Background: an optimization exercise with open tools, aiming at a short achievable clock period and few clock cycles. Do not read the settings as production practice. In this exercise RTL edits were held to simulation tests only and were not proved equivalent to the original. Power and IR drop assume default switching activity.

==> design/flow/design.v <==
`timescale 1ns / 1ps
module Control(i_instruction,
               o_rtype_alu,
               o_jr,
               o_jr31,
               o_link,
               o_j,
               o_beq,
               o_bne,
               o_blez,
               o_bgtz,
               o_bltz,
               o_cond,
               o_static_taken,
               o_zero_test,
               o_lui,
               o_andi,
               o_imm,
               o_lw,
               o_sw,
               o_use_rs,
               o_use_rt,
               o_dest,
               o_sel_add,
               o_sel_sub,
               o_sel_slt,
               o_sel_sltu,
               o_sel_and,
               o_sel_or,
               o_sel_xor,
               o_sel_nor,
               o_sel_sll,
               o_sel_srl,
               o_sel_sra);
    input [31:0] i_instruction;
    output o_rtype_alu, o_jr, o_jr31, o_link, o_j;
    output o_beq, o_bne, o_blez, o_bgtz, o_bltz, o_cond, o_static_taken, o_zero_test;
    output o_lui, o_andi, o_imm, o_lw, o_sw, o_use_rs, o_use_rt;
    output [4:0] o_dest;
    output o_sel_add, o_sel_sub, o_sel_slt, o_sel_sltu;
    output o_sel_and, o_sel_or, o_sel_xor, o_sel_nor;
    output o_sel_sll, o_sel_srl, o_sel_sra;
    wire [5:0]  op  = i_instruction[31:26];
    wire [4:0]  rs  = i_instruction[25:21];
    wire [4:0]  rt  = i_instruction[20:16];
    wire [4:0]  rd  = i_instruction[15:11];
    wire [5:0]  fn  = i_instruction[5:0];
    wire        neg = i_instruction[15];
    wire rtype   = (op == 6'h00);
    wire r_jr    = rtype && fn == 6'h08;
    wire r_jalr  = rtype && fn == 6'h09;
    wire r_sub   = rtype && (fn == 6'h22 || fn == 6'h23);
    wire r_and   = rtype && fn == 6'h24;
    wire r_or    = rtype && fn == 6'h25;
    wire r_xor   = rtype && fn == 6'h26;
    wire r_nor   = rtype && fn == 6'h27;
    wire r_slt   = rtype && fn == 6'h2a;
    wire r_sltu  = rtype && fn == 6'h2b;
    wire r_sll   = rtype && fn == 6'h00;
    wire r_srl   = rtype && fn == 6'h02;
    wire r_sra   = rtype && fn == 6'h03;
    wire r_add   = rtype && !(r_jr || r_jalr || r_sub || r_and || r_or || r_xor || r_nor ||
                              r_slt || r_sltu || r_sll || r_srl || r_sra);
    wire r_alu   = rtype && !(r_jr || r_jalr);
    wire i_j     = (op == 6'h02);
    wire i_jal   = (op == 6'h03);
    wire i_beq   = (op == 6'h04);
    wire i_bne   = (op == 6'h05);
    wire i_blez  = (op == 6'h06);
    wire i_bgtz  = (op == 6'h07);
    wire i_bltz  = (op == 6'h01);
    wire i_addi  = (op == 6'h08) || (op == 6'h09);
    wire i_slti  = (op == 6'h0a);
    wire i_sltiu = (op == 6'h0b);
    wire i_andi  = (op == 6'h0c);
    wire i_lui   = (op == 6'h0f);
    wire i_lw    = (op == 6'h23);
    wire i_sw    = (op == 6'h2b);
    wire i_cond  = i_beq || i_bne || i_blez || i_bgtz || i_bltz;
    wire link    = i_jal || r_jalr;
    assign o_rtype_alu = r_alu;
    assign o_jr        = r_jr || r_jalr;
    assign o_jr31      = r_jr && rs == 5'd31;
    assign o_link      = link;
    assign o_j         = i_j;
    assign o_beq       = i_beq;
    assign o_bne       = i_bne;
    assign o_blez      = i_blez;
    assign o_bgtz      = i_bgtz;
    assign o_bltz      = i_bltz;
    assign o_cond      = i_cond;
    assign o_static_taken = i_cond && (neg || i_bne || (i_beq && rs == rt));
    assign o_zero_test = i_bgtz || i_blez || ((i_bne || i_beq) && rt == 5'd0);
    assign o_lui       = i_lui;
    assign o_andi      = i_andi;
    assign o_imm       = i_addi || i_slti || i_sltiu || i_andi || i_lui || i_lw || i_sw;
    assign o_lw        = i_lw;
    assign o_sw        = i_sw;
    assign o_use_rs    = !(i_j || i_jal || i_lui);
    assign o_use_rt    = r_alu || i_beq || i_bne;
    assign o_dest      = link ? 5'd31 :
                         r_alu ? rd :
                         (i_addi || i_slti || i_sltiu || i_andi || i_lui || i_lw) ? rt :
                         5'd0;
    assign o_sel_add   = r_add || i_addi || i_lw || i_sw || i_lui || link;
    assign o_sel_sub   = r_sub;
    assign o_sel_slt   = r_slt || i_slti;
    assign o_sel_sltu  = r_sltu || i_sltiu;
    assign o_sel_and   = r_and || i_andi;
    assign o_sel_or    = r_or;
    assign o_sel_xor   = r_xor;
    assign o_sel_nor   = r_nor;
    assign o_sel_sll   = r_sll;
    assign o_sel_srl   = r_srl;
    assign o_sel_sra   = r_sra;
endmodule
`timescale 1ns / 1ps
module RegisterFile(reset,
                    clk,
                    i_reg_write,
                    i_read_select1,
                    i_read_select2,
                    i_write_register,
                    i_write_data,
                    o_read_data1,
                    o_read_data2);
    input reset, clk;
    input i_reg_write;
    input [31:0] i_read_select1, i_read_select2;
    input [4:0] i_write_register;
    input [31:0] i_write_data;
    output reg [31:0] o_read_data1, o_read_data2;
    reg [31:0] RF_data[31:1];
    integer i;
    always @(*) begin
        o_read_data1 = 32'h00000000;
        o_read_data2 = 32'h00000000;
        for (i = 1; i < 32; i = i + 1) begin
            o_read_data1 = o_read_data1 | ({32{i_read_select1[i]}} & RF_data[i]);
            o_read_data2 = o_read_data2 | ({32{i_read_select2[i]}} & RF_data[i]);
        end
    end
    always @(posedge reset or posedge clk) begin
        if (reset) begin
            for (i = 1; i < 32; i = i + 1) begin
                RF_data[i] <= 32'h00000000;
            end
        end else if (i_reg_write && (i_write_register != 5'b00000)) begin
            RF_data[i_write_register] <= i_write_data;
        end
    end
endmodule
`timescale 1ns / 1ps
module Adder32(i_a, i_b, i_cin, o_sum, o_cout);
    input [31:0] i_a;
    input [31:0] i_b;
    input i_cin;
    output [31:0] o_sum;
    output o_cout;
    wire [31:0] p0 = i_a ^ i_b;
    wire [31:0] g0 = (i_a & i_b) | {31'b0, p0[0] & i_cin};
    wire [191:0] g;
    wire [191:0] p;
    assign g[31:0] = g0;
    assign p[31:0] = p0;
    genvar l, j;
    generate
        for (l = 0; l < 5; l = l + 1) begin : g_lvl
            for (j = 0; j < 32; j = j + 1) begin : g_bit
                if (j >= (1 << l)) begin : g_comb
                    assign g[32*(l+1) + j] = g[32*l + j] | (p[32*l + j] & g[32*l + j - (1 << l)]);
                    assign p[32*(l+1) + j] = p[32*l + j] & p[32*l + j - (1 << l)];
                end else begin : g_pass
                    assign g[32*(l+1) + j] = g[32*l + j];
                    assign p[32*(l+1) + j] = p[32*l + j];
                end
            end
        end
    endgenerate
    assign o_sum  = p0 ^ {g[190:160], i_cin};
    assign o_cout = g[191];
endmodule
module ALU(i_sel_add,
           i_sel_sub,
           i_sel_slt,
           i_sel_sltu,
           i_sel_and,
           i_sel_or,
           i_sel_xor,
           i_sel_nor,
           i_sel_sll,
           i_sel_srl,
           i_sel_sra,
           i_shamt,
           i_data_1,
           i_data_2,
           i_shift_data,
           o_sum,
           o_diff,
           o_other,
           o_lt,
           o_result);
    input i_sel_add, i_sel_sub, i_sel_slt, i_sel_sltu;
    input i_sel_and, i_sel_or, i_sel_xor, i_sel_nor;
    input i_sel_sll, i_sel_srl, i_sel_sra;
    input [4:0] i_shamt;
    input [31:0] i_data_1;
    input [31:0] i_data_2;
    input [31:0] i_shift_data;
    output [31:0] o_sum;
    output [31:0] o_diff;
    output [31:0] o_other;
    output o_lt;
    output [31:0] o_result;
    wire [31:0] w_add;
    wire [31:0] w_sub;
    wire w_add_c;
    wire w_sub_c;
    Adder32 U_ADD(.i_a(i_data_1), .i_b(i_data_2),  .i_cin(1'b0), .o_sum(w_add), .o_cout(w_add_c));
    Adder32 U_SUB(.i_a(i_data_1), .i_b(~i_data_2), .i_cin(1'b1), .o_sum(w_sub), .o_cout(w_sub_c));
    wire w_sltu = ~w_sub_c;
    wire w_slt  = (i_data_1[31] & ~i_data_2[31]) |
                  (~(i_data_1[31] ^ i_data_2[31]) & w_sub[31]);
    wire [31:0] w_sll = i_shift_data << i_shamt;
    wire [31:0] w_srl = i_shift_data >> i_shamt;
    wire [63:0] w_sra64 = {{32{i_shift_data[31]}}, i_shift_data} >> i_shamt;
    wire [31:0] w_sra = w_sra64[31:0];
    assign o_sum  = w_add;
    assign o_diff = w_sub;
    wire [31:0] w_fast = ({32{i_sel_and}}  & (i_data_1 & i_data_2))
                    | ({32{i_sel_or}}   & (i_data_1 | i_data_2))
                    | ({32{i_sel_xor}}  & (i_data_1 ^ i_data_2))
                    | ({32{i_sel_nor}}  & ~(i_data_1 | i_data_2))
                    | ({32{i_sel_sll}}  & w_sll)
                    | ({32{i_sel_srl}}  & w_srl)
                    | ({32{i_sel_sra}}  & w_sra);
    assign o_other  = w_fast;
    assign o_lt     = (i_sel_slt & w_slt) | (i_sel_sltu & w_sltu);
    assign o_result = ({32{i_sel_add}} & w_add)
                    | ({32{i_sel_sub}} & w_sub)
                    | {31'b0, o_lt}
                    | o_other;
endmodule
`timescale 1ns / 1ps
module CPU(reset,
           clk,
           imem_addr,
           imem_data,
           dmem_addr,
           dmem_wdata,
           dmem_we,
           dmem_rdata);
    input reset;
    input clk;
    output [31:0] imem_addr;
    input [31:0] imem_data;
    output [31:0] dmem_addr;
    output [31:0] dmem_wdata;
    output dmem_we;
    input [31:0] dmem_rdata;
    wire        mispredict_EX;
    wire [31:0] redirect_pc_EX;
    wire        redirect_ID;
    wire [31:0] btarget_ID;
    wire [31:0] rtarget_ID;
    wire        stall_ID;
    reg  [31:0] pc;
    wire [31:0] pcp4_IF = pc + 32'd4;
    assign imem_addr = pc;
    wire [5:0] op_IF    = imem_data[31:26];
    wire [5:0] fn_IF    = imem_data[5:0];
    wire       rtype_IF = (op_IF == 6'h00);
    wire       jmp_IF   = (op_IF[5:1] == 5'b00001);                                    
    wire       link_IF  = (op_IF == 6'h03) || (rtype_IF && fn_IF == 6'h09);            
    wire [31:0] jtarget_IF = {pcp4_IF[31:28], imem_data[25:0], 2'b00};
    reg [31:0] shadow_ra;
    localparam NB = 8;
    localparam NR = 4;
    reg [NB-1:0] btb_v;
    reg [29:0]   btb_tag [0:NB-1];
    reg [29:0]   btb_tgt [0:NB-1];
    reg [2:0]    btb_ptr;
    reg [NR-1:0] ret_v;
    reg [29:0]   ret_tag [0:NR-1];
    reg [1:0]    ret_ptr;
    reg          btb_hit;
    reg [29:0]   btb_out;
    integer k;
    always @(*) begin
        btb_hit = 1'b0;
        btb_out = 30'b0;
        for (k = 0; k < NB; k = k + 1) begin
            if (btb_v[k] && btb_tag[k] == pc[31:2]) begin
                btb_hit = 1'b1;
                btb_out = btb_out | btb_tgt[k];
            end
        end
        for (k = 0; k < NR; k = k + 1) begin
            if (ret_v[k] && ret_tag[k] == pc[31:2]) begin
                btb_hit = 1'b1;
                btb_out = btb_out | shadow_ra[31:2];
            end
        end
    end
    wire        pred_IF  = btb_hit;
    wire        hold_IF  = redirect_ID | stall_ID | btb_hit;
    wire [31:0] early_pc = redirect_ID ? rtarget_ID :
                           stall_ID    ? pc :
                           btb_hit     ? {btb_out, 2'b00} :
                           pcp4_IF;
    wire [31:0] fetch_pc = hold_IF ? early_pc :
                           jmp_IF  ? jtarget_IF :
                           pcp4_IF;
    wire [31:0] next_pc  = mispredict_EX ? redirect_pc_EX : fetch_pc;
    always @(posedge clk or posedge reset) begin
        if (reset) pc <= 32'd0;
        else       pc <= next_pc;
    end
    always @(posedge clk or posedge reset) begin
        if (reset) shadow_ra <= 32'd0;
        else if (link_IF && !stall_ID) shadow_ra <= pcp4_IF;
    end
    wire [35:0] dec_IF;
    Control U_Control(
    .i_instruction(imem_data),
    .o_rtype_alu(dec_IF[0]),
    .o_jr(dec_IF[1]),
    .o_jr31(dec_IF[2]),
    .o_link(dec_IF[3]),
    .o_j(dec_IF[4]),
    .o_beq(dec_IF[5]),
    .o_bne(dec_IF[6]),
    .o_blez(dec_IF[7]),
    .o_bgtz(dec_IF[8]),
    .o_bltz(dec_IF[9]),
    .o_cond(dec_IF[10]),
    .o_static_taken(dec_IF[11]),
    .o_zero_test(dec_IF[12]),
    .o_lui(dec_IF[13]),
    .o_andi(dec_IF[14]),
    .o_imm(dec_IF[15]),
    .o_lw(dec_IF[16]),
    .o_sw(dec_IF[17]),
    .o_use_rs(dec_IF[18]),
    .o_use_rt(dec_IF[19]),
    .o_dest(dec_IF[24:20]),
    .o_sel_add(dec_IF[25]),
    .o_sel_sub(dec_IF[26]),
    .o_sel_slt(dec_IF[27]),
    .o_sel_sltu(dec_IF[28]),
    .o_sel_and(dec_IF[29]),
    .o_sel_or(dec_IF[30]),
    .o_sel_xor(dec_IF[31]),
    .o_sel_nor(dec_IF[32]),
    .o_sel_sll(dec_IF[33]),
    .o_sel_srl(dec_IF[34]),
    .o_sel_sra(dec_IF[35])
    );
    reg        valid_ID;
    reg [31:0] ins_ID;
    reg [31:0] pc_ID;
    reg [31:0] pcp4_ID;
    reg        pred_ID;
    reg [31:0] ptgt_ID;
    reg [31:0] rs_sel_ID;
    reg [31:0] rt_sel_ID;
    reg [35:0] dec_ID;
    always @(posedge clk or posedge reset) begin
        if (reset)                              valid_ID <= 1'b0;
        else if (mispredict_EX || redirect_ID)  valid_ID <= 1'b0;
        else if (!stall_ID)                     valid_ID <= 1'b1;
    end
    always @(posedge clk) begin
        if (!stall_ID) begin
            ins_ID    <= imem_data;
            pc_ID     <= pc;
            pcp4_ID   <= pcp4_IF;
            pred_ID   <= pred_IF;
            ptgt_ID   <= shadow_ra;
            rs_sel_ID <= 32'd1 << imem_data[25:21];
            rt_sel_ID <= 32'd1 << imem_data[20:16];
            dec_ID    <= dec_IF;
        end
    end
    wire [5:0]  op  = ins_ID[31:26];
    wire [4:0]  rs  = ins_ID[25:21];
    wire [4:0]  rt  = ins_ID[20:16];
    wire [4:0]  rd  = ins_ID[15:11];
    wire [4:0]  sh  = ins_ID[10:6];
    wire [5:0]  fn  = ins_ID[5:0];
    wire [15:0] imm = ins_ID[15:0];
    wire r_alu   = dec_ID[0];
    wire r_jrx   = dec_ID[1];
    wire jr31    = dec_ID[2];
    wire link    = dec_ID[3];
    wire i_cond  = dec_ID[10];
    wire static_taken = dec_ID[11];
    wire i_lui   = dec_ID[13];
    wire i_andi  = dec_ID[14];
    wire i_imm   = dec_ID[15];
    wire i_lw    = dec_ID[16];
    wire i_sw    = dec_ID[17];
    wire use_rs  = dec_ID[18];
    wire use_rt  = dec_ID[19];
    wire [4:0] dest = dec_ID[24:20];
    reg        valid_EX;
    reg [4:0]  dest_EX;
    reg        wrd_EX;
    reg        ld_EX;
    reg        wr_MEM;
    reg [4:0]  dest_MEM;
    reg        ld_MEM;
    reg [31:0] res_MEM;
    reg        wr_WB;
    reg [4:0]  dest_WB;
    reg [31:0] val_WB;
    wire [31:0] alu_out;
    wire [31:0] alu_sum;
    wire [31:0] alu_diff;
    wire [31:0] alu_other;
    wire        alu_lt;
    reg         sel_add_EX, sel_sub_EX;
    wire wr_EX = valid_EX && wrd_EX;
    assign stall_ID = valid_ID && valid_EX && ld_EX && wrd_EX &&
                      ((use_rs && dest_EX == rs) || (use_rt && dest_EX == rt));
    wire [31:0] rf1;
    wire [31:0] rf2;
    RegisterFile U_RegisterFile(
    .reset(reset),
    .clk(clk),
    .i_reg_write(wr_WB),
    .i_read_select1(rs_sel_ID),
    .i_read_select2(rt_sel_ID),
    .i_write_register(dest_WB),
    .i_write_data(val_WB),
    .o_read_data1(rf1),
    .o_read_data2(rf2)
    );
    wire [31:0] val_MEM = ld_MEM ? dmem_rdata : res_MEM;
    wire [31:0] rsv = (wr_MEM && dest_MEM == rs) ? val_MEM :
                      (wr_WB  && dest_WB  == rs) ? val_WB  :
                      rf1;
    wire [31:0] rtv = (wr_MEM && dest_MEM == rt) ? val_MEM :
                      (wr_WB  && dest_WB  == rt) ? val_WB  :
                      rf2;
    wire xs = wr_EX && !ld_EX && dest_EX == rs;
    wire xt = wr_EX && !ld_EX && dest_EX == rt;
    wire ld_sd = wr_EX && ld_EX && dest_EX == rt;
    wire [31:0] immext = i_lui  ? {imm, 16'h0000} :
                         i_andi ? {16'h0000, imm} :
                         {{16{imm[15]}}, imm};
    wire [31:0] a_in = i_lui ? 32'd0 : link ? pcp4_ID : rsv;
    wire [31:0] b_in = i_imm ? immext : link ? 32'd0 : rtv;
    wire        a_x  = xs && !(i_lui || link);
    wire        b_x  = xt && !(i_imm || link);
    wire btarget_c;
    Adder32 U_BTARGET(.i_a(pcp4_ID), .i_b({{14{imm[15]}}, imm, 2'b00}), .i_cin(1'b0),
                      .o_sum(btarget_ID), .o_cout(btarget_c));
    assign redirect_ID = valid_ID && !pred_ID && (static_taken || jr31) && !stall_ID;
    assign rtarget_ID  = jr31 ? shadow_ra : btarget_ID;
    reg        btb_ins, ret_ins;
    reg [29:0] ins_tag, ins_tgt;
    wire       ins_EX;
    always @(posedge clk or posedge reset) begin
        if (reset) begin
            btb_ins <= 1'b0;
            ret_ins <= 1'b0;
        end else begin
            btb_ins <= ins_EX || (redirect_ID && !jr31);
            ret_ins <= !ins_EX && redirect_ID && jr31;
        end
    end
    always @(posedge clk) begin
        ins_tag <= ins_EX ? pc_EX[31:2]  : pc_ID[31:2];
        ins_tgt <= ins_EX ? alt_EX[31:2] : btarget_ID[31:2];
    end
    always @(posedge clk or posedge reset) begin
        if (reset) begin
            btb_v   <= {NB{1'b0}};
            btb_ptr <= 3'd0;
            ret_v   <= {NR{1'b0}};
            ret_ptr <= 2'd0;
        end else if (btb_ins) begin
            btb_v[btb_ptr] <= 1'b1;
            btb_ptr        <= btb_ptr + 3'd1;
        end else if (ret_ins) begin
            ret_v[ret_ptr] <= 1'b1;
            ret_ptr        <= ret_ptr + 2'd1;
        end
    end
    always @(posedge clk) begin
        if (btb_ins) begin
            btb_tag[btb_ptr] <= ins_tag;
            btb_tgt[btb_ptr] <= ins_tgt;
        end else if (ret_ins) begin
            ret_tag[ret_ptr] <= ins_tag;
        end
    end
    reg [31:0] a_EX, b_EX, s_EX, t_EX;
    reg        ld_sd_EX;
    reg [4:0]  sh_EX;
    reg        sel_slt_EX, sel_sltu_EX;
    reg        sel_and_EX, sel_or_EX, sel_xor_EX, sel_nor_EX;
    reg        sel_sll_EX, sel_srl_EX, sel_sra_EX;
    reg        st_EX;
    reg        beq_EX, bne_EX, blez_EX, bgtz_EX, bltz_EX, cond_EX, jr_EX;
    reg        pred_EX;
    reg [31:0] ptgt_EX;
    reg [31:0] alt_EX;
    reg [31:0] pc_EX;
    always @(posedge clk or posedge reset) begin
        if (reset) valid_EX <= 1'b0;
        else       valid_EX <= valid_ID && !stall_ID && !mispredict_EX;
    end
    always @(posedge clk) begin
        a_EX     <= ({32{a_x & sel_add_EX}} & alu_sum) | ({32{a_x & sel_sub_EX}} & alu_diff) |
                    {31'b0, a_x & alu_lt} | (a_x ? alu_other : a_in);
        b_EX     <= ({32{b_x & sel_add_EX}} & alu_sum) | ({32{b_x & sel_sub_EX}} & alu_diff) |
                    {31'b0, b_x & alu_lt} | (b_x ? alu_other : b_in);
        s_EX     <= ({32{xs & sel_add_EX}} & alu_sum) | ({32{xs & sel_sub_EX}} & alu_diff) |
                    {31'b0, xs & alu_lt} | (xs ? alu_other : rsv);
        t_EX     <= ({32{xt & sel_add_EX}} & alu_sum) | ({32{xt & sel_sub_EX}} & alu_diff) |
                    {31'b0, xt & alu_lt} | (xt ? alu_other : rtv);
        ld_sd_EX <= ld_sd;
        sh_EX    <= sh;
        sel_add_EX  <= dec_ID[25];
        sel_sub_EX  <= dec_ID[26];
        sel_slt_EX  <= dec_ID[27];
        sel_sltu_EX <= dec_ID[28];
        sel_and_EX  <= dec_ID[29];
        sel_or_EX   <= dec_ID[30];
        sel_xor_EX  <= dec_ID[31];
        sel_nor_EX  <= dec_ID[32];
        sel_sll_EX  <= dec_ID[33];
        sel_srl_EX  <= dec_ID[34];
        sel_sra_EX  <= dec_ID[35];
        dest_EX <= dest;
        wrd_EX  <= (dest != 5'd0);
        ld_EX   <= i_lw;
        st_EX   <= i_sw;
        beq_EX  <= dec_ID[5];
        bne_EX  <= dec_ID[6];
        blez_EX <= dec_ID[7];
        bgtz_EX <= dec_ID[8];
        bltz_EX <= dec_ID[9];
        cond_EX <= i_cond;
        jr_EX   <= r_jrx;
        pred_EX <= pred_ID || redirect_ID;
        ptgt_EX <= pred_ID ? ptgt_ID : shadow_ra;
        pc_EX   <= pc_ID;
        alt_EX  <= (i_cond && !(pred_ID || redirect_ID)) ? btarget_ID : pcp4_ID;
    end
    ALU U_ALU(
    .i_sel_add(sel_add_EX),
    .i_sel_sub(sel_sub_EX),
    .i_sel_slt(sel_slt_EX),
    .i_sel_sltu(sel_sltu_EX),
    .i_sel_and(sel_and_EX),
    .i_sel_or(sel_or_EX),
    .i_sel_xor(sel_xor_EX),
    .i_sel_nor(sel_nor_EX),
    .i_sel_sll(sel_sll_EX),
    .i_sel_srl(sel_srl_EX),
    .i_sel_sra(sel_sra_EX),
    .i_shamt(sh_EX),
    .i_data_1(a_EX),
    .i_data_2(b_EX),
    .i_shift_data(t_EX),
    .o_sum(alu_sum),
    .o_diff(alu_diff),
    .o_other(alu_other),
    .o_lt(alu_lt),
    .o_result(alu_out)
    );
    wire s_eq_t = (s_EX == t_EX);
    wire s_zero = (s_EX == 32'd0);
    wire s_neg  = s_EX[31];
    wire taken  = (beq_EX && s_eq_t) || (bne_EX && !s_eq_t) ||
                  (blez_EX && (s_neg || s_zero)) || (bgtz_EX && !(s_neg || s_zero)) ||
                  (bltz_EX && s_neg);
    assign mispredict_EX = valid_EX && (cond_EX ? (taken != pred_EX) :
                                        jr_EX   ? (!pred_EX || s_EX != ptgt_EX) :
                                        pred_EX);
    assign redirect_pc_EX = jr_EX ? s_EX : alt_EX;
    assign ins_EX = valid_EX && cond_EX && taken && !pred_EX;
    wire [31:0] sd = ld_sd_EX ? dmem_rdata : t_EX;
    reg        st_MEM;
    reg [31:0] sd_MEM;
    reg [31:0] addr_MEM;
    always @(posedge clk or posedge reset) begin
        if (reset) begin
            wr_MEM <= 1'b0;
            st_MEM <= 1'b0;
        end else begin
            wr_MEM <= wr_EX;
            st_MEM <= valid_EX && st_EX;
        end
    end
    always @(posedge clk) begin
        res_MEM  <= alu_out;
        addr_MEM <= alu_sum;
        sd_MEM   <= sd;
        dest_MEM <= dest_EX;
        ld_MEM   <= ld_EX;
    end
    assign dmem_addr  = addr_MEM;
    assign dmem_wdata = sd_MEM;
    assign dmem_we    = st_MEM;
    always @(posedge clk or posedge reset) begin
        if (reset) wr_WB <= 1'b0;
        else       wr_WB <= wr_MEM;
    end
    always @(posedge clk) begin
        val_WB  <= val_MEM;
        dest_WB <= dest_MEM;
    end
endmodule
==> design/flow/run.sh <==
#!/bin/bash
# synth_recipe.tcl (not shown) runs the flow's synth.tcl, then flattens the netlist and writes it again
# the make line also repeats each setting of config.mk as NAME=value (left out here)
make -C /OpenROAD-flow-scripts/flow DESIGN_CONFIG=/design/flow/config.mk WORK_HOME=/design/flow/orfs CLKGATE_MAP_FILE= SYNTH_SCRIPT=/design/flow/synth_recipe.tcl finish
==> design/flow/config.mk <==
export PLATFORM = sky130hd
export DESIGN_NAME = CPU
export DESIGN_NICKNAME = CPU
export VERILOG_FILES = /design/flow/design.v
export SDC_FILE = /design/flow/constraint.sdc
export NUM_CORES = 4
export LEC_CHECK = 0
export CAP_MARGIN = 20
export CORE_MARGIN = 2
export CORE_UTILIZATION = 40
export SETUP_SLACK_MARGIN = 5
export SLEW_MARGIN = 20
==> design/flow/constraint.sdc <==
create_clock -name core_clock -period 8.7 [get_ports {clk}]
set_input_delay 1.7400 -clock core_clock [delete_from_list [all_inputs] [get_ports {clk}]]
set_output_delay 1.7400 -clock core_clock [all_outputs]
set_load 0.01 [all_outputs]
==> reports/qor.csv, run 1 <==
stage,metric,value,unit
status,run status,timing/DRC/antenna clean,
die,core area,276300,µm²
sta,Fin. Hold Viols,0,
worst_setup_path,Crit Path Category,reg2reg,
place,pre-CTS setup slack,3.795,ns
layout,nets@finish,9278,
layout,layout cells sized above 1,25.91,%
yosys,synthesis-stage register bit count,2350,
clocking,Worst-path clk slew,0.07,ns
yosys,sequential share of the synthesized area,54.65,%
die,row cnt,193,
hold_path,classification of the worst-slack hold path,reg2reg,
die,Die W,530.6,µm
sta,Worst Slack Setup Final,4.553,ns
worst_setup_path,crit path max-delay cell type,fa_1,
clocking,CTS buffer count,247,
layout,most frequent cells in the layout,"mux2_2, dfrtp_1, edfxtp_1, nor2_1, dfxtp_1",
yosys,main flop type after synthesis,dfrtp_1,
clocking,H-tree Lvls,4,
flow_run,Max Cap Viol,0,
place,post-DP HPWL,295100,µm
clocking,clock latency (worst-skew pair),0.96,ns
drt,routed vias,89470,
place,GPL Wtd Cong,0.9883,
clocking,CTS tree,done,
worst_setup_path,"slowest stage delay, CP",0.43,ns
global_route,total gr overflow,0,
worst_setup_path,"Req. time, crit path",9.52,ns
die,Initial Utilization,40.15,%
global_route,Most Crowded Layer GR,met2,
sta,Setup-failing EPs final,0,
clocking,CTS root buf,clkbuf_16,
global_route,met1 Use GR,44.40,%
yosys,Synth cell types,112,
die,I/O pin cnt,163,
layout,area added between synthesis and finish,15.07,%
worst_setup_path,worst-path cell chain,inv_1 -> ha_4 -> nor2_4 -> nand2_4 -> nor3_4 -> a2111o_1 -> nand3_2 -> o41a_4 -> a31oi_4 -> nand2_2 -> a21oi_4 -> o31ai_4 -> fa_1 -> a22oi_2 -> nand2_1 -> a31oi_1 -> o2111ai_1 -> inv_1 -> a311oi_1 -> o21ba_2,
worst_setup_path,cell mode on critical path,inv_1,
yosys,Async SR Flop Fraction,45.96,%
die,die area,281600,µm²
clocking,Max Root-Sink Buffers,4,
global_route,GR Layer Usage met2,49.05,%
sta,Worst Skew,0.1025,ns
yosys,Synthesis Warnings,3,
drt,vias per cell,6.876,
layout,"commonest non-fill, non-tap cell in the layout",mux2_2,
drt,DR iter-0 viols,15770,
yosys,Mapped Avg Cell Area,12.36,µm²
sta,Slew @ Worst Pin,1.248,ns
power_and_ir_drop,LEAKAGE,0.05231,µW
die,Die Ht,530.6,µm
global_route,largest net degree at the start of global routing,181,
global_route,met3 usage,12.86,%
sta,Slew Limit Headroom,16.81,%
sta,Max Freq,0.2412,GHz
drt,Routed WL,502500,µm
drt,drt drc,0,
clocking,CTS Hold Bufs,0,
worst_setup_path,CP startpoint kind,flip-flop,
sta,RSZ-0062 raised after global routing,true,
sta,Max Transition Viols Final,0,
power_and_ir_drop,peak supply drop,0.0002630,V
sta,period utilization,47.66,%
drt,DRT antenna net count,0,
yosys,Post-synth EDFFs,816,
global_route,antenna violations before repair,48,
place,# port buffers,162,
drt,DR WL/cell,38.62,µm
global_route,first-pass GRT wire length,682000,µm
drt,First-pass DRT Iterations,14,
layout,Fill cells,24730,
worst_setup_path,worst-path fanout max,7,
power_and_ir_drop,power per cell area,245.3,nW/µm²
worst_setup_path,CP Data Arrival Time,4.96,ns
yosys,Synth Cell Area,110900,µm²
sta,minimum clock period,4.147,ns
sta,Min Hold Slack,0.3214,ns
worst_setup_path,crit end category,flip-flop,
global_route,GRT Util Overall,34.38,%
global_route,vias in the first global route,84210,
clocking,# clock sinks,2350,
yosys,cells after synthesis,8976,
worst max-delay path: cells and delay by family (launching register included):
family / cells / cell delay [ns]
compound gates: 10 / 1.99
fa+ha+maj: 2 / 0.71
buf+inv: 2 / 0.21
flops: 1 / 0.35
simple gates: 6 / 0.78
area by class of cell:
type	count	area, µm²	share of cell area [%]
clock buffer	357	7101	5.562
inverter	189	737.0	0.5773
tap	3705	4636	3.632
multi-input combinational	5689	47720	37.38
clock inverter	93	775.7	0.6077
antenna	34	85.08	0.06665
timing repair buffer	595	5861	4.591
sequential	2350	60740	47.58
synthesized netlist by cell type, types with 110 or more instances:
cell type	instances	area [µm²]
mux2_2	1180	13290
dfrtp_1	1080	27030
edfxtp_1	816	24500
clkbuf_1	485	1821
dfxtp_1	454	9089
nor2_1	438	1644
a221oi_1	386	3381
xnor2_1	385	3372
a22o_1	369	3232
a22oi_1	338	2537
nand2_1	319	1197
a21oi_1	253	1266
nand4_1	230	1439
o21ai_0	205	1026
inv_1	185	694.4
xor2_1	179	1568
mux2i_1	155	1551
ha_1	136	1702
nand3_1	114	570.6
buf_1	110	412.9
sequential cells by signal, summed over array words and instances (netlist names), 33 cells and up:
name,flops
U_RegisterFile.RF_data,992
btb_tag,240
btb_tgt,240
dec_ID,33
ret_tag,120
cells by family after synthesis:
group	share of synthesized area, %
buffers and inverters	3.677
xor gates and xnor gates	4.453
muxes	14.48
DFF	54.65
AOI/OAI and AO/OA	14.42
adders and majority gates	1.606
and+or+nand+nor	6.712
stage by stage:
stage                     area (µm²)  setup TNS [ns]  power (µW)  utilization, %  std cells
after global placement        116400               0       19580           42.12      12380
after floorplan               110900        -8572.22       16900               -       8976
after detailed placement      116400               0       19660           42.13      12380
final                         127700               0       31310           46.21      13010
after global routing          127600               0       32010           46.18      12980
after CTS                     126600               0       30930           45.82      12940
timing repair:
action	4_1_cts	5_1_grt
gates cloned	9	11
resized for setup	353	130
setup endpoints to repair	378	201
endpoints found under the hold margin	0	0
buffers inserted	103	29
pin swaps	47	24
final timing paths:
path	startpoint	to	slack (ns)	cells past startpoint
min in group asynchronous	reset	U_RegisterFile.RF_data[12][4]$_DFFE_PP0P_	1.21	2
min reg2reg	dest_MEM[4]$_DFF_P_	dest_WB[4]$_DFF_P_	0.32	0
max in group asynchronous	reset	U_RegisterFile.RF_data[5][11]$_DFFE_PP0P_	5.51	4
min	dest_MEM[4]$_DFF_P_	dest_WB[4]$_DFF_P_	0.32	0
max reg2reg	a_EX[10]$_DFF_P_	a_EX[0]$_DFF_P_	4.55	20
max	a_EX[10]$_DFF_P_	a_EX[0]$_DFF_P_	4.55	20
routing by layer:
metal / part of all wire [%] / vias to the layer above / wire, µm
li1: - / 34480 / -
met1: 37 / 45330 / 184800
met2: 41 / 7542 / 207400
met3: 14 / 2074 / 72220
met4: 7.5 / 40 / 37510
met5: 0.11 / - / 561
power by group:
group	internal [µW]	leakage [µW]	switching, µW
combinational	2490	0.0218	3970
clock	5890	0.00389	4650
sequential	12800	0.0266	1480
Testbench counts, summed over its fixed seeds: cycles 30,635.
==> run 2: changes to the inputs <==
--- a/design/flow/config.mk
+++ b/design/flow/config.mk
@@ -10,3 +10,4 @@
 export CORE_UTILIZATION = 40
 export SETUP_SLACK_MARGIN = 5
 export SLEW_MARGIN = 20
+export SYNTH_HIERARCHICAL = 1
==> run 2 against run 1 <==
  * Clock-buffer cell count up 18
  * Non-clock buffer count rose by 38
  * Register-to-register slack better by 0.27 ns
  * Critical path depth is 8 lower
  * Routed wire length is 2.9% higher
  * Sequential share of layout area shrank 1.1 points
==> reports/qor.csv, run 2 <==
stage,metric,value,unit,change
status,run status,timing/DRC/antenna clean,,
drt,DR iter-0 viols,14760,,-6.4%
sta,RSZ-0062 raised after global routing,true,,
place,pre-CTS setup slack,3.638,ns,-0.1572 ns
die,row cnt,195,,+1.0%
worst_setup_path,CP Data Arrival Time,4.58,ns,-0.38 ns
die,Die Ht,535.2,µm,+0.86%
sta,Max Transition Viols Final,0,,unchanged
layout,"commonest non-fill, non-tap cell in the layout",mux2_2,,
sta,Fin. Hold Viols,0,,unchanged
worst_setup_path,Crit Path Category,reg2reg,,
die,Die W,535.2,µm,+0.86%
place,placed inst area,118600,µm²,+1.9%
yosys,cells after synthesis,9073,,+1.1%
layout,Fill cells,25120,,+1.6%
clocking,H-tree Lvls,5,,+1
drt,drt drc,0,,unchanged
global_route,GRT Util Overall,34.99,%,+0.61 points
worst_setup_path,worst-path fanout max,17,,+10
layout,number of flip-flops in the largest register,992,,unchanged
power_and_ir_drop,LEAKAGE,0.05370,µW,+2.6%
sta,period utilization,44.53,%,-3.1 points
sta,Setup-failing EPs final,0,,unchanged
place,post-DP HPWL,312200,µm,+5.8%
worst_setup_path,crit end category,flip-flop,,
sta,Max Freq,0.2581,GHz,+7.0%
place,GPL Wtd Cong,1.023,,+3.5%
global_route,total gr overflow,0,,unchanged
drt,vias per cell,6.828,,-0.69%
worst_setup_path,crit path max-delay cell type,or4_1,,
layout,nets@finish,9499,,+2.4%
clocking,Worst-path clk slew,0.06,ns,about the same
worst_setup_path,cell mode on critical path,buf_4,,
drt,First-pass DRT Iterations,20,,+6
worst_setup_path,"slowest stage delay, CP",0.68,ns,+0.25 ns
global_route,antenna violations before repair,39,,-19%
sta,Slew @ Worst Pin,1.264,ns,+0.01661 ns
sta,Worst Skew,0.08459,ns,-0.01794 ns
drt,DR WL/cell,39.08,µm,+1.2%
die,core area,281600,µm²,+1.9%
yosys,Synth Cell Area,112900,µm²,+1.7%
sta,Worst Slack Setup Final,4.826,ns,+0.2723 ns
layout,cell area after layout,130700,µm²,+2.4%
worst_setup_path,worst-path cell chain,buf_4 -> buf_4 -> a22o_1 -> a221oi_1 -> nand3_1 -> or4_1 -> mux2i_4 -> nand2_1 -> o211ai_1 -> o21ai_4 -> mux2i_2 -> nor2_1,,
worst_setup_path,CP startpoint kind,flip-flop,,
hold_path,classification of the worst-slack hold path,reg2reg,,
drt,Routed WL,517100,µm,+2.9%
place,# port buffers,162,,unchanged
die,die area,286400,µm²,+1.7%
layout,Largest regs,"U_RegisterFile.RF_data x992, btb_tag x240, btb_tgt x240",,
drt,routed vias,90340,,+0.97%
layout,layout cells sized above 1,27.20,%,+1.3 points
yosys,Mapped Avg Cell Area,12.44,µm²,+0.65%
drt,DRT antenna net count,0,,unchanged
worst_setup_path,Crit path max-delay family,simple AND/OR/NAND/NOR gates,,
clocking,clock latency (worst-skew pair),0.88,ns,-0.08 ns
clocking,# clock sinks,2350,,unchanged
worst_setup_path,Buf/Inv on CP,2,,unchanged
sta,Slew Limit Headroom,15.70,%,-1.1 points
layout,"Most flops, register",U_RegisterFile.RF_data,,
die,Initial Utilization,40.08,%,-0.071 points
clocking,CTS tree,done,,
power_and_ir_drop,peak supply drop,0.0002648,V,+0.69%
layout,area added between synthesis and finish,15.84,%,
global_route,vias in the first global route,87150,,+3.5%
flow_run,Max Cap Viol,0,,unchanged
sta,minimum clock period,3.874,ns,-0.2723 ns
sta,Min Hold Slack,0.3348,ns,+0.01349 ns
clocking,CTS buffer count,267,,+8.1%
worst_setup_path,"Req. time, crit path",9.40,ns,-0.12 ns
power_and_ir_drop,power per cell area,246.8,nW/µm²,+0.62%
layout,most frequent cells in the layout,"mux2_2, dfrtp_1, a22oi_1, edfxtp_1, xnor2_1",,
clocking,CTS root buf,clkbuf_16,,
die,I/O pin cnt,163,,unchanged
global_route,first-pass GRT wire length,706000,µm,+3.5%
global_route,largest net degree at the start of global routing,192,,+6.1%
clocking,CTS Hold Bufs,0,,unchanged
yosys,Synthesis Warnings,9,,+6
clocking,Max Root-Sink Buffers,4,,unchanged
==> run 2: final timing paths <==
path	startpoint	to	slack [ns]	cells after the start
setup / recovery	rs_sel_ID[1]$_SDFFCE_PP0N_	a_EX[28]$_DFF_P_	4.83	12
hold / removal	dec_ID[26]$_DFFE_PN_	sel_sub_EX$_DFF_P_	0.33	0
setup reg to reg	rs_sel_ID[1]$_SDFFCE_PP0N_	a_EX[28]$_DFF_P_	4.83	12
hold reg to reg	dec_ID[26]$_DFFE_PN_	sel_sub_EX$_DFF_P_	0.33	0
max in group asynchronous	reset	U_RegisterFile.RF_data[4][27]$_DFFE_PP0P_	5.33	5
min in group asynchronous	reset	U_RegisterFile.RF_data[13][2]$_DFFE_PP0P_	1.39	2
==> run 2: metal layers <==
metal / up-vias / part of all wire [%] / track usage [%]
li1: 35130 / - / -
met5: - / 0.065 / 0.1332
met1: 45730 / 37 / 45.33
met4: 36 / 8.1 / 21.87
met2: 7375 / 41 / 49.90
met3: 2064 / 13 / 12.06
==> run 2: power breakdown <==
| group | internal [µW] | switching, µW | total, µW |
|---|---|---|---|
| clock network | 6790 | 4750 | 11500 |
| logic | 2590 | 3880 | 6470 |
| registers | 12800 | 1440 | 14200 |
==> run 2: area by class of cell <==
type	count	area, µm²	area share (%)
inverters	128	505.5	0.3867
multi-input cells	5877	49870	38.15
clock inverters	97	1171	0.8958
well taps	3743	4683	3.582
clock buffers	375	7595	5.809
repair buffers	633	6138	4.695
flip-flops and latches	2350	60700	46.43
diodes	27	67.56	0.05168
==> run 2: what timing repair did <==
action / in CTS / in global routing
cloned: 7 / 1
setup endpoints to repair: 242 / 133
pin swaps: 38 / 37
buffers inserted: 121 / 34
resized for setup: 307 / 121
==> run 2: per-stage QoR <==
stage          setup TNS [ns]  std cells  util (%)  total power [µW]
5_1_grt                     0      13210     46.41             33050
3_5_place_dp                0      12570     42.13             19770
2_1_floorplan        -6652.68       9076         -             17090
6_report                    0      13230     46.43             32260
3_3_place_gp                0      12570     42.13             19720
4_1_cts                     0      13170     46.10             32020
==> run 3: changes to the inputs <==
--- a/design/flow/design.v
+++ b/design/flow/design.v
@@ -308,10 +308,11 @@
                            stall_ID    ? pc :
                            btb_hit     ? {btb_out, 2'b00} :
                            pcp4_IF;
-    wire [31:0] fetch_pc = hold_IF ? early_pc :
-                           jmp_IF  ? jtarget_IF :
+    wire [31:0] other_pc = mispredict_EX ? redirect_pc_EX :
+                           hold_IF       ? early_pc :
                            pcp4_IF;
-    wire [31:0] next_pc  = mispredict_EX ? redirect_pc_EX : fetch_pc;
+    wire        take_jmp = jmp_IF && !hold_IF && !mispredict_EX;
+    wire [31:0] next_pc  = take_jmp ? jtarget_IF : other_pc;
     always @(posedge clk or posedge reset) begin
         if (reset) pc <= 32'd0;
         else       pc <= next_pc;
@@ -411,15 +412,13 @@
     reg [4:0]  dest_MEM;
     reg        ld_MEM;
     reg [31:0] res_MEM;
-    reg        wr_WB;
-    reg [4:0]  dest_WB;
-    reg [31:0] val_WB;
     wire [31:0] alu_out;
     wire [31:0] alu_sum;
     wire [31:0] alu_diff;
     wire [31:0] alu_other;
     wire        alu_lt;
     reg         sel_add_EX, sel_sub_EX;
+    reg [31:0]  a_EX, b_EX, s_EX, t_EX;
     wire wr_EX = valid_EX && wrd_EX;
     assign stall_ID = valid_ID && valid_EX && ld_EX && wrd_EX &&
                       ((use_rs && dest_EX == rs) || (use_rt && dest_EX == rt));
@@ -428,20 +427,18 @@
     RegisterFile U_RegisterFile(
     .reset(reset),
     .clk(clk),
-    .i_reg_write(wr_WB),
+    .i_reg_write(wr_MEM),
     .i_read_select1(rs_sel_ID),
     .i_read_select2(rt_sel_ID),
-    .i_write_register(dest_WB),
-    .i_write_data(val_WB),
+    .i_write_register(dest_MEM),
+    .i_write_data(val_MEM),
     .o_read_data1(rf1),
     .o_read_data2(rf2)
     );
     wire [31:0] val_MEM = ld_MEM ? dmem_rdata : res_MEM;
     wire [31:0] rsv = (wr_MEM && dest_MEM == rs) ? val_MEM :
-                      (wr_WB  && dest_WB  == rs) ? val_WB  :
                       rf1;
     wire [31:0] rtv = (wr_MEM && dest_MEM == rt) ? val_MEM :
-                      (wr_WB  && dest_WB  == rt) ? val_WB  :
                       rf2;
     wire xs = wr_EX && !ld_EX && dest_EX == rs;
     wire xt = wr_EX && !ld_EX && dest_EX == rt;
@@ -456,8 +453,20 @@
     wire btarget_c;
     Adder32 U_BTARGET(.i_a(pcp4_ID), .i_b({{14{imm[15]}}, imm, 2'b00}), .i_cin(1'b0),
                       .o_sum(btarget_ID), .o_cout(btarget_c));
-    assign redirect_ID = valid_ID && !pred_ID && (static_taken || jr31) && !stall_ID;
-    assign rtarget_ID  = jr31 ? shadow_ra : btarget_ID;
+    wire        zero_test = dec_ID[12];
+    wire [31:0] zx_p  = a_EX ^ b_EX;
+    wire [31:0] zx_o  = a_EX | b_EX;
+    wire        z_add = !zx_p[0] && (zx_p[31:1] == zx_o[30:0]);
+    wire        z_sub = (zx_p == 32'd0);
+    wire        z_res = sel_add_EX ? z_add : z_sub;
+    wire        z_use = xs && (sel_add_EX || sel_sub_EX) && zero_test;
+    wire        z_taken = (dec_ID[5] || dec_ID[7]) ? z_res : !z_res;    
+    wire        br_pred = z_use ? z_taken : (pred_ID || static_taken);
+    wire redirect_br  = i_cond && (br_pred != pred_ID);
+    wire li_jr        = r_jrx && xs && sel_add_EX && (a_EX == 32'd0);
+    wire redirect_ret = (jr31 || li_jr) && !pred_ID;
+    assign redirect_ID = valid_ID && !stall_ID && (redirect_br || redirect_ret);
+    assign rtarget_ID  = li_jr ? b_EX : jr31 ? shadow_ra : pred_ID ? pcp4_ID : btarget_ID;
     reg        btb_ins, ret_ins;
     reg [29:0] ins_tag, ins_tgt;
     wire       ins_EX;
@@ -466,8 +475,8 @@
             btb_ins <= 1'b0;
             ret_ins <= 1'b0;
         end else begin
-            btb_ins <= ins_EX || (redirect_ID && !jr31);
-            ret_ins <= !ins_EX && redirect_ID && jr31;
+            btb_ins <= ins_EX || (redirect_ID && i_cond && br_pred);
+            ret_ins <= !ins_EX && redirect_ID && jr31 && !li_jr;
         end
     end
     always @(posedge clk) begin
@@ -496,7 +505,6 @@
             ret_tag[ret_ptr] <= ins_tag;
         end
     end
-    reg [31:0] a_EX, b_EX, s_EX, t_EX;
     reg        ld_sd_EX;
     reg [4:0]  sh_EX;
     reg        sel_slt_EX, sel_sltu_EX;
@@ -545,10 +553,10 @@
         bltz_EX <= dec_ID[9];
         cond_EX <= i_cond;
         jr_EX   <= r_jrx;
-        pred_EX <= pred_ID || redirect_ID;
-        ptgt_EX <= pred_ID ? ptgt_ID : shadow_ra;
+        pred_EX <= i_cond ? br_pred : (pred_ID || jr31 || li_jr);
+        ptgt_EX <= pred_ID ? ptgt_ID : li_jr ? b_EX : shadow_ra;
         pc_EX   <= pc_ID;
-        alt_EX  <= (i_cond && !(pred_ID || redirect_ID)) ? btarget_ID : pcp4_ID;
+        alt_EX  <= (i_cond && !br_pred) ? btarget_ID : pcp4_ID;
     end
     ALU U_ALU(
     .i_sel_add(sel_add_EX),
@@ -606,12 +614,4 @@
     assign dmem_addr  = addr_MEM;
     assign dmem_wdata = sd_MEM;
     assign dmem_we    = st_MEM;
-    always @(posedge clk or posedge reset) begin
-        if (reset) wr_WB <= 1'b0;
-        else       wr_WB <= wr_MEM;
-    end
-    always @(posedge clk) begin
-        val_WB  <= val_MEM;
-        dest_WB <= dest_MEM;
-    end
 endmodule
==> run 3 against run 2 <==
  * Critical path type unchanged
  * Combinational power increased by 4.2%
  * Highest routed layer unchanged
  * Routed wire length increased by 3.3%
  * First-iteration DRC count increased by 3.3%
  * Still clean on timing, DRC and antenna
==> reports/qor.csv, run 3 <==
stage,metric,value,unit,change
die,core area,279600,µm²,-0.69%
global_route,vias in the first global route,87340,,+0.22%
die,Die Ht,534.5,µm,-0.13%
global_route,Most Crowded Layer GR,met2,,
worst_setup_path,CP Data Arrival Time,4.72,ns,+0.14 ns
layout,cell area after layout,131300,µm²,+0.47%
worst_setup_path,worst-path fanout max,5,,-12
status,run status,timing/DRC/antenna clean,,
layout,most frequent cells in the layout,"mux2_2, dfrtp_1, a22oi_1, edfxtp_1, buf_4",,
flow_run,Max Cap Viol,0,,unchanged
power_and_ir_drop,Design Power,31530,µW,-2.3%
place,Cells after DPL,12710,,+1.2%
place,placed inst area,118300,µm²,-0.28%
sta,Max Transition Viols Final,0,,unchanged
drt,First-pass DRT Iterations,11,,-45%
sta,Max Freq,0.2559,GHz,-0.86%
sta,Slew Limit Headroom,16.29,%,+0.59 points
clocking,Worst-path clk slew,0.07,ns,about the same
die,die area,285700,µm²,-0.26%
layout,number of flip-flops in the largest register,992,,unchanged
global_route,GRT Util Overall,35.90,%,+0.91 points
clocking,H-tree Lvls,4,,-1
yosys,Mapped Avg Cell Area,12.13,µm²,-2.5%
drt,DRT antenna net count,0,,unchanged
place,post-DP HPWL,319500,µm,+2.4%
drt,Routed WL,534000,µm,+3.3%
layout,"commonest non-fill, non-tap cell in the layout",mux2_2,,
global_route,first-pass GRT wire length,720900,µm,+2.1%
drt,routed vias,92370,,+2.3%
worst_setup_path,FF-to-FF Start,b_EX[0]$_DFF_P_,,
die,Die W,534.5,µm,-0.13%
layout,layout cells sized above 1,26.39,%,-0.80 points
clocking,# clock sinks,2313,,-1.6%
sta,Worst Skew,0.1559,ns,+0.07132 ns
clocking,CTS buffer count,244,,-8.6%
clocking,clock latency (worst-skew pair),1.00,ns,+0.12 ns
sta,Fin. Hold Viols,0,,unchanged
drt,DR iter-0 viols,15240,,+3.3%
worst_setup_path,Crit Path Category,reg2reg,,
sta,minimum clock period,3.908,ns,+0.03366 ns
worst_setup_path,crit path to,b_EX[0]$_DFF_P_,,
power_and_ir_drop,peak supply drop,0.0002249,V,-15%
drt,DR WL/cell,39.71,µm,+1.6%
yosys,Synthesis Warnings,9,,unchanged
drt,drt drc,0,,unchanged
global_route,GR Layer Usage met2,51.89,%,+2.0 points
worst_setup_path,crit end category,flip-flop,,
drt,vias per cell,6.869,,+0.60%
sta,Sum Neg Setup Slack,0,ns,unchanged
die,I/O pin cnt,163,,unchanged
worst_setup_path,CP startpoint kind,flip-flop,,
global_route,largest net degree at the start of global routing,185,,-3.6%
clocking,CTS Hold Bufs,0,,unchanged
sta,RSZ-0062 raised after global routing,true,,
global_route,met1 Use GR,45.97,%,+0.64 points
yosys,cells after synthesis,9278,,+2.3%
power_and_ir_drop,LEAKAGE,0.05374,µW,about the same
worst_setup_path,"Req. time, crit path",9.51,ns,+0.11 ns
sta,Slew @ Worst Pin,1.231,ns,-0.03321 ns
die,Initial Utilization,40.26,%,+0.17 points
yosys,Synth Cell Area,112600,µm²,-0.26%
power_and_ir_drop,power per cell area,240.1,nW/µm²,-2.7%
clocking,CTS root buf,clkbuf_16,,
worst_setup_path,R2R setup slack,4.79,ns,-0.03 ns
sta,period utilization,44.92,%,+0.39 points
clocking,Max Root-Sink Buffers,4,,unchanged
layout,Fill cells,25030,,-0.35%
worst_setup_path,R2R cell count,16,,+4
worst_setup_path,Critical path origin,b_EX[0]$_DFF_P_,,
worst_setup_path,worst flop-to-flop path endpoint,b_EX[0]$_DFF_P_,,
global_route,total gr overflow,0,,unchanged
die,row cnt,194,,-0.51%
place,# port buffers,162,,unchanged
global_route,met3 usage,12.97,%,+0.91 points
layout,area added between synthesis and finish,16.68,%,
place,GPL Wtd Cong,1.052,,+2.8%
layout,nets@finish,9748,,+2.6%
sta,Setup-failing EPs final,0,,unchanged
clocking,CTS tree,done,,
global_route,antenna violations before repair,50,,+28%
hold_path,classification of the worst-slack hold path,reg2reg,,
layout,final std cells w/o fill,13450,,+1.6%
layout,"Most flops, register",U_RegisterFile.RF_data,,
layout,Largest regs,"U_RegisterFile.RF_data x992, btb_tag x240, btb_tgt x240",,
run 3: where the power goes:
part	total [µW]	internal (µW)	switching, µW
Clock	11000	6270	4700
Sequential	13800	12500	1310
Combinational	6740	2700	4050
run 3: how the worst min path moves through the flow:
stage / from / endpoint / slack [ns] / cells after the start
final: pc_ID[27]$_DFFE_PN_ / pc_EX[27]$_DFF_P_ / 0.30 / 0
after CTS: pc_ID[27]$_DFFE_PN_ / pc_EX[27]$_DFF_P_ / 0.32 / 0
after global placement: dec_ID[26]$_DFFE_PN_ / sel_sub_EX$_DFF_P_ / 0.32 / 0
after floorplan: dec_ID[8]$_DFFE_PN_ / bgtz_EX$_DFF_P_ / 0.32 / 0
after detailed placement: dec_ID[26]$_DFFE_PN_ / sel_sub_EX$_DFF_P_ / 0.33 / 0
after global routing: dec_ID[25]$_DFFE_PN_ / sel_add_EX$_DFF_P_ / 0.35 / 0
run 3: layer usage:
| layer | vias to the layer above | share of wire [%] |
|---|---|---|
| met5 | - | 0.075 |
| met4 | 28 | 7.2 |
| met3 | 2143 | 14 |
| met2 | 7568 | 42 |
| met1 | 46780 | 37 |
| li1 | 35860 | - |
run 3: timing repair:
action / 4_1_cts / 5_1_grt
endpoints found under the setup margin: 310 / 104
gates cloned: 7 / 9
pin swaps: 54 / 83
resized for setup: 383 / 213
setup buffers: 163 / 58
run 3: worst max-delay path, cell delays in order (launching register included):
cell and delay, ns:
dfxtp_4 0.38, inv_4 0.07, fa_2 0.25, fa_2 0.22
a21o_1 0.18, a221oi_4 0.09, or4b_4 0.52, a311oi_4 0.23
buf_6 0.18, o21ai_4 0.07, or3_4 0.39, a21oi_2 0.20
o21ai_4 0.10, a211o_1 0.35, a21oi_2 0.21, o21ai_2 0.11
a22o_1 0.25
run 3: area by class of cell:
| class | count | area, µm² | share of cell area (%) |
|---|---|---|---|
| repair buffers | 685 | 6698 | 5.099 |
| inverters | 228 | 864.6 | 0.6582 |
| well taps | 3724 | 4659 | 3.547 |
| diodes | 39 | 97.59 | 0.07430 |
| clock inverters | 99 | 1335 | 1.016 |
| flip-flops and latches | 2313 | 60040 | 45.71 |
| multi-input cells | 6003 | 50630 | 38.55 |
| clock buffers | 356 | 7018 | 5.343 |
run 3: through the flow:
| step | worst slack [ns] | utilization, % | hold WS (ns) |
|---|---|---|---|
| after floorplan | -6.706 | - | 0.3233 |
| after global placement | 3.646 | 42.28 | 0.3247 |
| after detailed placement | 3.519 | 42.31 | 0.3278 |
| after CTS | 4.809 | 46.36 | 0.3222 |
| after global routing | 4.739 | 46.94 | 0.3472 |
| final | 4.792 | 46.97 | 0.3024 |
Testbench counts of run 3, summed over its fixed seeds: cycles 29,751.
==> run 4: changes to the inputs <==
==> design/flow/flow/run.sh (new file) <==
#!/bin/bash
# The standard layout, with stronger buffers on the ports: ORFS's default
# port buffer here is a slow delay cell, which sits on every path from an
# input (the memories' read data arrive 20% of the period after the edge).
# Every tool's output goes to standard.log and to ORFS's own logs under orfs/.
export BUFFER_PORTS_ARGS="-buffer_cell sky130_fd_sc_hd__buf_4"
bash standard.sh > standard.log 2>&1
status=$?
tail -20 standard.log
exit $status
==> design/flow/standard.sh (new file) <==
#!/bin/bash
# synth_recipe.tcl (not shown) runs the flow's synth.tcl, then flattens the netlist and writes it again
# the make line also repeats each setting of config.mk as NAME=value (left out here)
make -C /OpenROAD-flow-scripts/flow DESIGN_CONFIG=/design/flow/config.mk WORK_HOME=/design/flow/orfs CLKGATE_MAP_FILE= SYNTH_SCRIPT=/design/flow/synth_recipe.tcl "${@:-finish}"
removed: design/flow/run.sh
==> run 4 against run 3 <==
  * Sequential share of layout area rose by 0.62 points
  * Critical endpoint is now a_EX[0]$_DFF_P_
  * Global-route usage fell by 0.96 points
  * Worst setup slack got worse by 0.011 ns
  * Still clean on timing, DRC and antenna
  * Register-to-register slack barely moved
  * Synthesized area did not move
  * Routed wire length fell by 2.9%
  * Core utilization fell by 0.60 points
  * Via count fell by 1.5%
  * Cell count fell by 1.3%
  * Critical path type unchanged
==> reports/qor.csv, run 4 <==
stage,metric,value,unit,change
die,core area,279600,µm²,unchanged
place,post-DP HPWL,313600,µm,-1.9%
layout,Layout Utilization,46.38,%,-0.60 points
drt,DRT antenna net count,0,,unchanged
global_route,total gr overflow,0,,unchanged
yosys,Synth Cell Area,112600,µm²,unchanged
flow_run,Max Cap Viol,0,,unchanged
hold_path,classification of the worst-slack hold path,reg2reg,,
power_and_ir_drop,peak supply drop,0.0001873,V,-17%
drt,Routed WL,518400,µm,-2.9%
worst_setup_path,worst flop-to-flop path endpoint,a_EX[0]$_DFF_P_,,
sta,Setup-failing EPs final,0,,unchanged
clocking,# clock sinks,2313,,unchanged
drt,drt drc,0,,unchanged
worst_setup_path,worst-path fanout max,6,,+1
drt,vias per cell,6.855,,-0.20%
sta,RSZ-0062 raised after global routing,true,,
worst_setup_path,R2R cell count,16,,unchanged
worst_setup_path,FF-to-FF Start,b_EX[8]$_DFF_P_,,
die,row cnt,194,,unchanged
die,die area,285700,µm²,unchanged
worst_setup_path,Critical path origin,b_EX[8]$_DFF_P_,,
yosys,cells after synthesis,9278,,unchanged
sta,Slew Limit Headroom,15.11,%,-1.2 points
worst_setup_path,R2R setup slack,4.78,ns,about the same
clocking,CTS tree,done,,
global_route,antenna violations before repair,52,,+4.0%
sta,Slew @ Worst Pin,1.238,ns,+0.006706 ns
drt,First-pass DRT Iterations,17,,+6
layout,Fill cells,25280,,+1.0%
layout,nets@finish,9594,,-1.6%
layout,layout cells sized above 1,26.78,%,+0.38 points
clocking,Worst-path clk slew,0.06,ns,about the same
yosys,Synthesis Warnings,9,,unchanged
sta,Max Freq,0.2552,GHz,-0.27%
sta,period utilization,45.04,%,+0.12 points
die,Initial Utilization,40.26,%,unchanged
die,Die Ht,534.5,µm,unchanged
worst_setup_path,"Req. time, crit path",9.45,ns,-0.06 ns
worst_setup_path,crit path to,a_EX[0]$_DFF_P_,,
yosys,Mapped Avg Cell Area,12.13,µm²,unchanged
die,Die W,534.5,µm,unchanged
die,I/O pin cnt,163,,unchanged
global_route,vias in the first global route,86770,,-0.66%
worst_setup_path,CP startpoint kind,flip-flop,,
layout,"commonest non-fill, non-tap cell in the layout",mux2_2,,
worst_setup_path,crit end category,flip-flop,,
layout,"Most flops, register",U_RegisterFile.RF_data,,
power_and_ir_drop,Design Power,31180,µW,-1.1%
sta,Max Transition Viols Final,0,,unchanged
global_route,GRT Util Overall,34.93,%,-0.96 points
layout,most frequent cells in the layout,"mux2_2, dfrtp_1, a22oi_1, edfxtp_1, buf_4",,
global_route,largest net degree at the start of global routing,171,,-7.6%
drt,DR WL/cell,39.05,µm,-1.7%
place,# port buffers,162,,unchanged
power_and_ir_drop,power per cell area,240.4,nW/µm²,+0.16%
drt,routed vias,90990,,-1.5%
global_route,first-pass GRT wire length,704900,µm,-2.2%
drt,DR iter-0 viols,14610,,-4.1%
clocking,CTS root buf,clkbuf_16,,
layout,area added between synthesis and finish,15.20,%,
sta,minimum clock period,3.919,ns,+0.01073 ns
layout,Largest regs,"U_RegisterFile.RF_data x992, btb_tag x240, btb_tgt x240",,
clocking,clock latency (worst-skew pair),0.91,ns,-0.09 ns
sta,Worst Skew,0.08573,ns,-0.07018 ns
power_and_ir_drop,LEAKAGE,0.05308,µW,-1.2%
worst_setup_path,CP Data Arrival Time,4.67,ns,-0.05 ns
status,run status,timing/DRC/antenna clean,,
layout,number of flip-flops in the largest register,992,,unchanged
worst_setup_path,Crit Path Category,reg2reg,,
clocking,Max Root-Sink Buffers,4,,unchanged
sta,Fin. Hold Viols,0,,unchanged
clocking,H-tree Lvls,5,,+1
clocking,CTS buffer count,268,,+9.8%
place,GPL Wtd Cong,1.025,,-2.6%
run 4: power breakdown:
group,switching (µW),internal [µW],total [µW],leakage [µW]
logic,3660,2140,5790,0.0224
registers,1240,12500,13800,0.0263
clock network,4880,6760,11600,0.00439
run 4: critical path: stages (launching register included):
cell and delay [ns]:
dfxtp_2 0.49, inv_1 0.11, ha_1 0.38, a21oi_1 0.25
o211ai_1 0.23, o21a_2 0.31, o31ai_4 0.37, a311oi_2 0.18
a2bb2oi_2 0.18, nor2b_1 0.16, o21ai_2 0.19, o21ai_4 0.12
a211o_1 0.28, a21oi_4 0.17, o21ai_2 0.12, mux2i_1 0.19
nor2_1 0.07
run 4: repair_timing:
action,4_1_cts,5_1_grt
gates cloned,2,4
pin swaps,34,69
setup buffers,29,44
resized for setup,270,238
hold buffers,0,0
setup endpoints to repair,269,130
run 4: worst min-delay path by stage:
stage,from,to,cells after the start
after floorplan,dec_ID[8]$_DFFE_PN_,bgtz_EX$_DFF_P_,0
after global placement,dec_ID[16]$_DFFE_PN_,ld_EX$_DFF_P_,0
after detailed placement,dec_ID[16]$_DFFE_PN_,ld_EX$_DFF_P_,0
after CTS,pc_ID[16]$_DFFE_PN_,pc_EX[16]$_DFF_P_,0
after global routing,dec_ID[26]$_DFFE_PN_,sel_sub_EX$_DFF_P_,0
final,pc_ID[16]$_DFFE_PN_,pc_EX[16]$_DFF_P_,0
run 4: metal layers:
layer / GRT usage [%] / up-vias / wire length (µm)
met5: 0.4664 / - / 390
met4: 19.84 / 26 / 37170
met3: 13.45 / 2088 / 72940
met2: 50.89 / 7284 / 217200
met1: 44.18 / 46070 / 190700
li1: - / 35520 / -
run 4: area by class of cell:
cell class	count	area, µm²	share of cell area [%]
well taps	3724	4659	3.593
repair buffers	509	4487	3.460
clock buffers	359	7567	5.835
multi-input cells	6001	50590	39.01
flip-flops and latches	2313	60080	46.33
diodes	19	47.55	0.03666
inverters	228	865.8	0.6677
clock inverters	120	1383	1.066
run 4: per-stage QoR:
| step | setup slack, ns | hold slack (ns) | cell area [µm²] | cells | TNS [ns] |
|---|---|---|---|---|---|
| after global routing | 4.725 | 0.3544 | 129600 | 13260 | 0 |
| final | 4.781 | 0.3314 | 129700 | 13270 | 0 |
| after global placement | 3.693 | 0.3262 | 117700 | 12690 | 0 |
| after detailed placement | 3.902 | 0.3294 | 117700 | 12690 | 0 |
| after CTS | 4.811 | 0.3407 | 128100 | 13200 | 0 |
| after floorplan | -6.706 | 0.3233 | 112600 | 9281 | -6652.68 |

afterwards: timing with drivers on the ports:
How much do the figures lean on ideal ports? The routed layouts below were timed once more, with nothing changed but the port constraints.
Step 1 assumes that a clkbuf_16 drives the clock port and a buf_2 every other input.
Step 2, shift: input delay + t, output delay - t, t = (earliest + latest rising clock arrival at the registers) / 2. This alone moves slack from input paths to output paths.
a / b / c = ideal / step 1 / step 2; a / b = the first two.
run | t, ns | slack for setup (ns) | worst register clock-pin slew, ns
run 1 | 1.006 | 4.553 / 4.553 / 4.262 | 0.08 / 0.08
run 2 | 0.934 | 4.826 / 4.826 / 4.362 | 0.07 / 0.07
run 3 | 1.004 | 4.792 / 4.792 / 4.004 | 0.08 / 0.08
run 4 | 0.980 | 4.781 / 4.781 / 4.271 | 0.07 / 0.07
After both steps every run listed still meets setup and hold. For run 3, which loses most, drivers alone change the setup slack by 0.000 ns; drivers and shift together by -0.788 ns.
